Context: an optimization exercise on an open-source flow, tuned for small area. The choices shown serve that exercise and are no tape-out recipe. Function was checked by simulation only, so behaviour that the tests miss may differ from the original.

==> lagoon <==
## ALU_TOP
module ALU_TOP #(parameter width = 16)(
    input [width - 1:0] A,
    input [width - 1:0] B,
    input [3:0] ALU_FUN,
    input clk,rst,
    output  [width - 1:0] Arith_OUT,
    output  Carry_OUT,
    output  Arith_Flag,
    output  [width - 1:0] Logic_OUT,
    output  Logic_Flag,
    output  [width - 1:0] CMP_OUT,
    output  CMP_Flag,
    output  [width - 1:0] Shift_OUT,
    output  Shift_Flag
    );
wire [3:0] enables;
wire A_lt_B, A_eq_B;
decoder d0 (ALU_FUN[3:2],enables);
ARITHMATIC_UNIT #(width) d1 (A,B,ALU_FUN,clk,rst,enables[3],Arith_OUT,Carry_OUT,Arith_Flag,A_lt_B,A_eq_B);
Logic_Unit #(width) d2 (A,B,ALU_FUN[1:0],clk,rst,enables[2],Logic_OUT,Logic_Flag);
CMP_Unit #(width) d3 (ALU_FUN[1:0],A_lt_B,A_eq_B,clk,rst,enables[1],CMP_OUT,CMP_Flag);
Shift_Unit #(width) d4 (A,B,ALU_FUN[1:0],clk,rst,enables[0],Shift_OUT,Shift_Flag);
endmodule
==> flow/config.mk <==
export PLATFORM = sky130hd
export DESIGN_NAME = ALU_TOP
export DESIGN_NICKNAME = ALU_TOP
export VERILOG_FILES = /design/flow/design.v
export SDC_FILE = /design/flow/constraint.sdc
export NUM_CORES = 4
export LEC_CHECK = 0
export CAP_MARGIN = 20
export CORE_MARGIN = 2
export CORE_UTILIZATION = 40
export CTS_BUF_LIST = sky130_fd_sc_hd__clkbuf_4 sky130_fd_sc_hd__clkbuf_8
export PLACE_DENSITY = 0.85
export SETUP_SLACK_MARGIN = -0.5
export SLEW_MARGIN = 20
==> flow/constraint.sdc <==
create_clock -name core_clock -period 33.0 [get_ports {clk}]
set_input_delay 6.6000 -clock core_clock [delete_from_list [all_inputs] [get_ports {clk}]]
set_output_delay 6.6000 -clock core_clock [all_outputs]
set_load 0.01 [all_outputs]
standard.sh (not shown) runs the stock make flow with config.mk's settings and CLKGATE_MAP_FILE= SYNTH_SCRIPT=/design/flow/synth_recipe.tcl, a recipe that flattens the netlist after the stock synthesis.
==> flow/flow/run.sh <==
#!/bin/bash
# Own layout flow: the standard flow (standard.sh) with two changes:
#  - synthesis uses flow/my_synth.tcl, which is synth_recipe.tcl plus one step that
#    maps the hm_* gate modules of ARITH_ARRAY onto the matching sky130 cells
#    (flow/hm_map.v) before Yosys's synth, so ABC keeps the array's carry chains;
#  - BUFFER_PORTS_ARGS (if set below) picks the port buffer cell.
# Each tool's full output goes to the ORFS logs under orfs/logs/, and the make
# output to flow_make.log in this folder.
set -euo pipefail
HERE=$(pwd)
export HM_MAP=$HERE/flow/hm_map.v
sed "s#SYNTH_SCRIPT=[^ ]*#SYNTH_SCRIPT=$HERE/flow/my_synth.tcl#" standard.sh > my_standard.sh
grep -q "SYNTH_SCRIPT=$HERE/flow/my_synth.tcl" my_standard.sh
ARGS=()
if [ -f flow/buffer_ports_args ]; then ARGS+=("BUFFER_PORTS_ARGS=$(cat flow/buffer_ports_args)"); fi
bash my_standard.sh "${ARGS[@]}" finish > flow_make.log 2>&1
Other scripts of this flow, unchanged in this note and not shown: flow/flow/buffer_ports_args, flow/flow/hm_map.v, flow/flow/my_synth.tcl
==> ember (differences from lagoon) <==
--- a/flow/design.v
+++ b/flow/design.v
@@ -52,44 +52,49 @@
     input [3:0] ALU_FUN,
     input clk,rst,
     input Arith_Enable,
     output reg [width - 1:0] Arith_OUT,
     output reg Carry_OUT,
     output reg Arith_Flag,
-    output A_lt_B,
+    input cm0_d0, cm0_d1, cm1_d0, cm1_d1,
+    output cmp0_d, cmp1_d,
     output A_eq_B
     );
     wire div = ALU_FUN[1] & ALU_FUN[0];
     wire mul = ALU_FUN[1] & ~ALU_FUN[0];
     wire as0 = ~ALU_FUN[1] | ALU_FUN[3];
     wire mul0 = mul & ~ALU_FUN[3];
     wire sub = ALU_FUN[0] | ALU_FUN[3];
     wire [15:0] AD;    
     wire [16:0] P;
+    wire carry_d;      
     wire ena_div = Arith_Enable & div;
     wire ena_nd = Arith_Enable & ~div;
     ARITH_ARRAY arr (.A(A), .B(B), .div(div), .mul(mul), .as0(as0), .mul0(mul0), .sub(sub),
                      .ena_div(ena_div), .ena_div_n(~ena_div), .ena_nd(ena_nd), .AD(AD), .P(P),
-                     .eqo(A_eq_B), .lto(A_lt_B));
+                     .cm0_d0(cm0_d0), .cm0_d1(cm0_d1), .cm1_d0(cm1_d0), .cm1_d1(cm1_d1),
+                     .carry_d(carry_d), .cmp0_d(cmp0_d), .cmp1_d(cmp1_d), .eqo(A_eq_B));
     always@(posedge clk or negedge rst) begin
         if (!rst) begin
             Arith_OUT <= 0;
             Arith_Flag <= 0;
             Carry_OUT <= 0;
         end
         else begin
             Arith_Flag <= Arith_Enable;
             Arith_OUT <= AD;
-            Carry_OUT <= ena_nd & P[16];
+            Carry_OUT <= carry_d;
         end
     end
 endmodule
 module ARITH_ARRAY (
     input [15:0] A, input [15:0] B, input div, input mul, input as0, input mul0, input sub,
     input ena_div, input ena_div_n, input ena_nd,
-    output [15:0] AD, output [16:0] P, output eqo, output lto);
+    input cm0_d0, input cm0_d1, input cm1_d0, input cm1_d1,
+    output carry_d, output cmp0_d, output cmp1_d,
+    output [15:0] AD, output [16:0] P, output eqo);
   wire muln = ~mul;
   wire v0 = div & ~B[0];
   wire [15:0] An = ~A;
   wire x0_0 = A[0] & ~mul0;
   wire y0_0 = mul0 ? (A[0] & B[0]) : (B[0] ^ sub);
   wire y0n_0 = ~y0_0;
@@ -2507,31 +2512,40 @@
   hm_xor2 u1116 (.A(y0n_13), .B(r0_c13), .X(r0_t13));
   hm_xnor2 u1117 (.A(r0_x13), .B(r0_t13), .Y(r0_R13));
   hm_xor2 u1118 (.A(y0n_14), .B(r0_c14), .X(r0_t14));
   hm_xnor2 u1119 (.A(r0_x14), .B(r0_t14), .Y(r0_R14));
   hm_xnor2 u1120 (.A(y0n_15), .B(r0_c15), .Y(r0_t15));
   hm_xnor2 u1121 (.A(r0_x15), .B(r0_t15), .Y(r0_R15));
-  wire r0_R16 = (as0 ? sub : r1_R15) ^ ~r0_c16;
-  hm_a2bb2o u1122 (.A1_N(r0_c16), .A2_N(ena_div_n), .B1(ena_nd), .B2(r0_R0), .X(ad_0));
-  hm_a2bb2o u1123 (.A1_N(r1_seln), .A2_N(ena_div_n), .B1(ena_nd), .B2(r0_R1), .X(ad_1));
-  hm_a2bb2o u1124 (.A1_N(r2_seln), .A2_N(ena_div_n), .B1(ena_nd), .B2(r0_R2), .X(ad_2));
-  hm_a22o u1125 (.A1(ena_div), .A2(r3_sel), .B1(ena_nd), .B2(r0_R3), .X(ad_3));
-  hm_a2bb2o u1126 (.A1_N(r4_seln), .A2_N(ena_div_n), .B1(ena_nd), .B2(r0_R4), .X(ad_4));
-  hm_a22o u1127 (.A1(ena_div), .A2(r5_sel), .B1(ena_nd), .B2(r0_R5), .X(ad_5));
-  hm_a22o u1128 (.A1(ena_div), .A2(r6_sel), .B1(ena_nd), .B2(r0_R6), .X(ad_6));
-  hm_a2bb2o u1129 (.A1_N(r7_seln), .A2_N(ena_div_n), .B1(ena_nd), .B2(r0_R7), .X(ad_7));
-  hm_a22o u1130 (.A1(ena_div), .A2(r8_sel), .B1(ena_nd), .B2(r0_R8), .X(ad_8));
-  hm_a22o u1131 (.A1(ena_div), .A2(r9_sel), .B1(ena_nd), .B2(r0_R9), .X(ad_9));
-  hm_a22o u1132 (.A1(ena_div), .A2(r10_sel), .B1(ena_nd), .B2(r0_R10), .X(ad_10));
-  hm_a2bb2o u1133 (.A1_N(r11_seln), .A2_N(ena_div_n), .B1(ena_nd), .B2(r0_R11), .X(ad_11));
-  hm_a22o u1134 (.A1(ena_div), .A2(r12_sel), .B1(ena_nd), .B2(r0_R12), .X(ad_12));
-  hm_a2bb2o u1135 (.A1_N(r13_seln), .A2_N(ena_div_n), .B1(ena_nd), .B2(r0_R13), .X(ad_13));
-  hm_a22o u1136 (.A1(ena_div), .A2(r14_sel), .B1(ena_nd), .B2(r0_R14), .X(ad_14));
-  hm_a2bb2o u1137 (.A1_N(r15_seln), .A2_N(ena_div_n), .B1(ena_nd), .B2(r0_R15), .X(ad_15));
+  wire x16 = (as0 ? sub : r1_R15);
+  wire r0_R16 = x16 ^ ~r0_c16;
+  wire cy_d0n = ~(ena_nd & x16);
+  wire cy_d1n = ~(ena_nd & ~x16);
+  wire cm0_d0n = ~cm0_d0;
+  wire cm0_d1n = ~cm0_d1;
+  wire cm1_d0n = ~cm1_d0;
+  wire cm1_d1n = ~cm1_d1;
+  hm_mux2i u1122 (.A0(cy_d1n), .A1(cy_d0n), .S(r0_c16), .Y(carry_d));
+  hm_mux2i u1123 (.A0(cm0_d1n), .A1(cm0_d0n), .S(r0_c16), .Y(cmp0_d));
+  hm_mux2i u1124 (.A0(cm1_d1n), .A1(cm1_d0n), .S(r0_c16), .Y(cmp1_d));
+  hm_a2bb2o u1125 (.A1_N(r0_c16), .A2_N(ena_div_n), .B1(ena_nd), .B2(r0_R0), .X(ad_0));
+  hm_a2bb2o u1126 (.A1_N(r1_seln), .A2_N(ena_div_n), .B1(ena_nd), .B2(r0_R1), .X(ad_1));
+  hm_a2bb2o u1127 (.A1_N(r2_seln), .A2_N(ena_div_n), .B1(ena_nd), .B2(r0_R2), .X(ad_2));
+  hm_a22o u1128 (.A1(ena_div), .A2(r3_sel), .B1(ena_nd), .B2(r0_R3), .X(ad_3));
+  hm_a2bb2o u1129 (.A1_N(r4_seln), .A2_N(ena_div_n), .B1(ena_nd), .B2(r0_R4), .X(ad_4));
+  hm_a22o u1130 (.A1(ena_div), .A2(r5_sel), .B1(ena_nd), .B2(r0_R5), .X(ad_5));
+  hm_a22o u1131 (.A1(ena_div), .A2(r6_sel), .B1(ena_nd), .B2(r0_R6), .X(ad_6));
+  hm_a2bb2o u1132 (.A1_N(r7_seln), .A2_N(ena_div_n), .B1(ena_nd), .B2(r0_R7), .X(ad_7));
+  hm_a22o u1133 (.A1(ena_div), .A2(r8_sel), .B1(ena_nd), .B2(r0_R8), .X(ad_8));
+  hm_a22o u1134 (.A1(ena_div), .A2(r9_sel), .B1(ena_nd), .B2(r0_R9), .X(ad_9));
+  hm_a22o u1135 (.A1(ena_div), .A2(r10_sel), .B1(ena_nd), .B2(r0_R10), .X(ad_10));
+  hm_a2bb2o u1136 (.A1_N(r11_seln), .A2_N(ena_div_n), .B1(ena_nd), .B2(r0_R11), .X(ad_11));
+  hm_a22o u1137 (.A1(ena_div), .A2(r12_sel), .B1(ena_nd), .B2(r0_R12), .X(ad_12));
+  hm_a2bb2o u1138 (.A1_N(r13_seln), .A2_N(ena_div_n), .B1(ena_nd), .B2(r0_R13), .X(ad_13));
+  hm_a22o u1139 (.A1(ena_div), .A2(r14_sel), .B1(ena_nd), .B2(r0_R14), .X(ad_14));
+  hm_a2bb2o u1140 (.A1_N(r15_seln), .A2_N(ena_div_n), .B1(ena_nd), .B2(r0_R15), .X(ad_15));
   assign eqo = (x0_0 ^ y0_0) & h0_1 & h0_2 & h0_3 & h0_4 & h0_5 & h0_6 & h0_7 & h0_8 & h0_9 & h0_10 & h0_11 & h0_12 & h0_13 & h0_14 & h0_15;
-  assign lto = r0_c16;
   assign AD = {ad_15, ad_14, ad_13, ad_12, ad_11, ad_10, ad_9, ad_8, ad_7, ad_6, ad_5, ad_4, ad_3, ad_2, ad_1, ad_0};
   assign P = {r0_R16, r0_R15, r0_R14, r0_R13, r0_R12, r0_R11, r0_R10, r0_R9, r0_R8, r0_R7, r0_R6, r0_R5, r0_R4, r0_R3, r0_R2, r0_R1, r0_R0};
 endmodule
 `timescale 1ns / 1ps
 module Logic_Unit #(parameter width = 16)(
     input [width - 1:0] A,
@@ -2553,31 +2567,35 @@
         end
     end
 endmodule
 `timescale 1ns / 1ps
 module CMP_Unit #(parameter width = 16)(
     input [1:0] ALU_FUN,
-    input A_lt_B,
     input A_eq_B,
+    input cmp0_d, cmp1_d,
     input clk,rst,
     input CMP_Enable,
     output [width - 1:0] CMP_OUT,
-    output reg CMP_Flag
+    output reg CMP_Flag,
+    output cm0_d0, cm0_d1, cm1_d0, cm1_d1
     );
 reg [1:0] cmp;
-wire A_gt_B = ~A_lt_B & ~A_eq_B;
 assign CMP_OUT = {{(width-2){1'b0}}, cmp};
+assign cm0_d0 = CMP_Enable & ((ALU_FUN == 2'b01 & A_eq_B) | ALU_FUN == 2'b11);
+assign cm0_d1 = CMP_Enable & (ALU_FUN == 2'b01 & A_eq_B);
+assign cm1_d0 = CMP_Enable & (ALU_FUN == 2'b11);
+assign cm1_d1 = CMP_Enable & (ALU_FUN == 2'b10 & ~A_eq_B);
 always@(posedge clk or negedge rst) begin
         if (!rst) begin
             cmp <= 0;
             CMP_Flag <= 0;
         end
         else begin
             CMP_Flag <= CMP_Enable;
-            cmp[0] <= CMP_Enable & ((ALU_FUN == 2'b01 & A_eq_B) | (ALU_FUN == 2'b11 & A_lt_B));
-            cmp[1] <= CMP_Enable & ((ALU_FUN == 2'b10 & A_gt_B) | (ALU_FUN == 2'b11 & A_lt_B));
+            cmp[0] <= cmp0_d;
+            cmp[1] <= cmp1_d;
         end
     end
 endmodule
 `timescale 1ns / 1ps
 module Shift_Unit #(parameter width = 16)(
     input [width - 1:0] A,
@@ -2614,13 +2632,15 @@
     output  [width - 1:0] CMP_OUT,
     output  CMP_Flag,
     output  [width - 1:0] Shift_OUT,
     output  Shift_Flag
     );
 wire [3:0] enables;
-wire A_lt_B, A_eq_B;
+wire A_eq_B, cmp0_d, cmp1_d, cm0_d0, cm0_d1, cm1_d0, cm1_d1;
 decoder d0 (ALU_FUN[3:2],enables);
-ARITHMATIC_UNIT #(width) d1 (A,B,ALU_FUN,clk,rst,enables[3],Arith_OUT,Carry_OUT,Arith_Flag,A_lt_B,A_eq_B);
+ARITHMATIC_UNIT #(width) d1 (A,B,ALU_FUN,clk,rst,enables[3],Arith_OUT,Carry_OUT,Arith_Flag,
+                             cm0_d0,cm0_d1,cm1_d0,cm1_d1,cmp0_d,cmp1_d,A_eq_B);
 Logic_Unit #(width) d2 (A,B,ALU_FUN[1:0],clk,rst,enables[2],Logic_OUT,Logic_Flag);
-CMP_Unit #(width) d3 (ALU_FUN[1:0],A_lt_B,A_eq_B,clk,rst,enables[1],CMP_OUT,CMP_Flag);
+CMP_Unit #(width) d3 (ALU_FUN[1:0],A_eq_B,cmp0_d,cmp1_d,clk,rst,enables[1],CMP_OUT,CMP_Flag,
+                      cm0_d0,cm0_d1,cm1_d0,cm1_d1);
 Shift_Unit #(width) d4 (A,B,ALU_FUN[1:0],clk,rst,enables[0],Shift_OUT,Shift_Flag);
 endmodule
==> results.txt <==
Status: lagoon no timing/DRC/antenna violations; ember no timing/DRC/antenna violations
Stages on worst setup path: lagoon 139; ember 137
Detailed route wirelength on metal2: lagoon 14680 um; ember 14500 um
Cell area after technology mapping: lagoon 9854 um^2; ember 9846 um^2
Data arrival time of the worst path: lagoon 31410 ps; ember 31280 ps
Worst path setup slack after routing: lagoon 1814 ps; ember 1935 ps
Final routed wirelength across all metal layers: lagoon 32670 um; ember 32760 um
Post-detailed-placement half-perimeter wirelength: lagoon 24360 um; ember 24760 um
Cell Count Post-Placement: lagoon 1974; ember 1973
Global Route met1 Usage: lagoon 30.17%; ember 30.92%
Area of all placed cells without fillers: lagoon 11050 um^2; ember 10960 um^2
Number of nets at the end of the flow: lagoon 1703; ember 1706
Worst Setup EP: lagoon d1.Carry_OUT; ember d1.Arith_OUT[15]
Timing-limited maximum frequency: lagoon 0.03207 GHz; ember 0.03219 GHz
Average routed wire per standard cell: lagoon 16.43 um; ember 16.45 um

## what the ideal ports hide
The flow's constraints put no driver on any port. The routed layouts listed below were extracted and timed again, unchanged, in two steps.
Step 1 sets driving cells, clkbuf_16 on the clock port and buf_2 on the other inputs (assumed; they add their load-dependent delay and slew).
Step 2 adds t to the input delays and takes it off the output delays; t is the mean of the earliest and latest rising clock arrival at the registers after step 1. Input paths then give back, and output paths get back, about the clock's delay inside the block.
Slacks: ideal / step 1 / step 2; pairs: ideal / step 1.
run | t, ns | setup WS [ns] | worst setup path after step 2 | slew at the worst register clock pin (ns) | worst data-port slew with drivers (ns)
lagoon | 0.352 | 1.814 / 1.826 / 1.474 | input to register | 0.11 / 0.11 | 0.04
ember | 0.367 | 1.935 / 1.955 / 1.588 | input to register | 0.12 / 0.12 | 0.04
After both steps every run listed still meets setup and hold. For ember, which loses most, drivers alone change the setup slack by +0.020 ns; drivers and shift together by -0.347 ns.
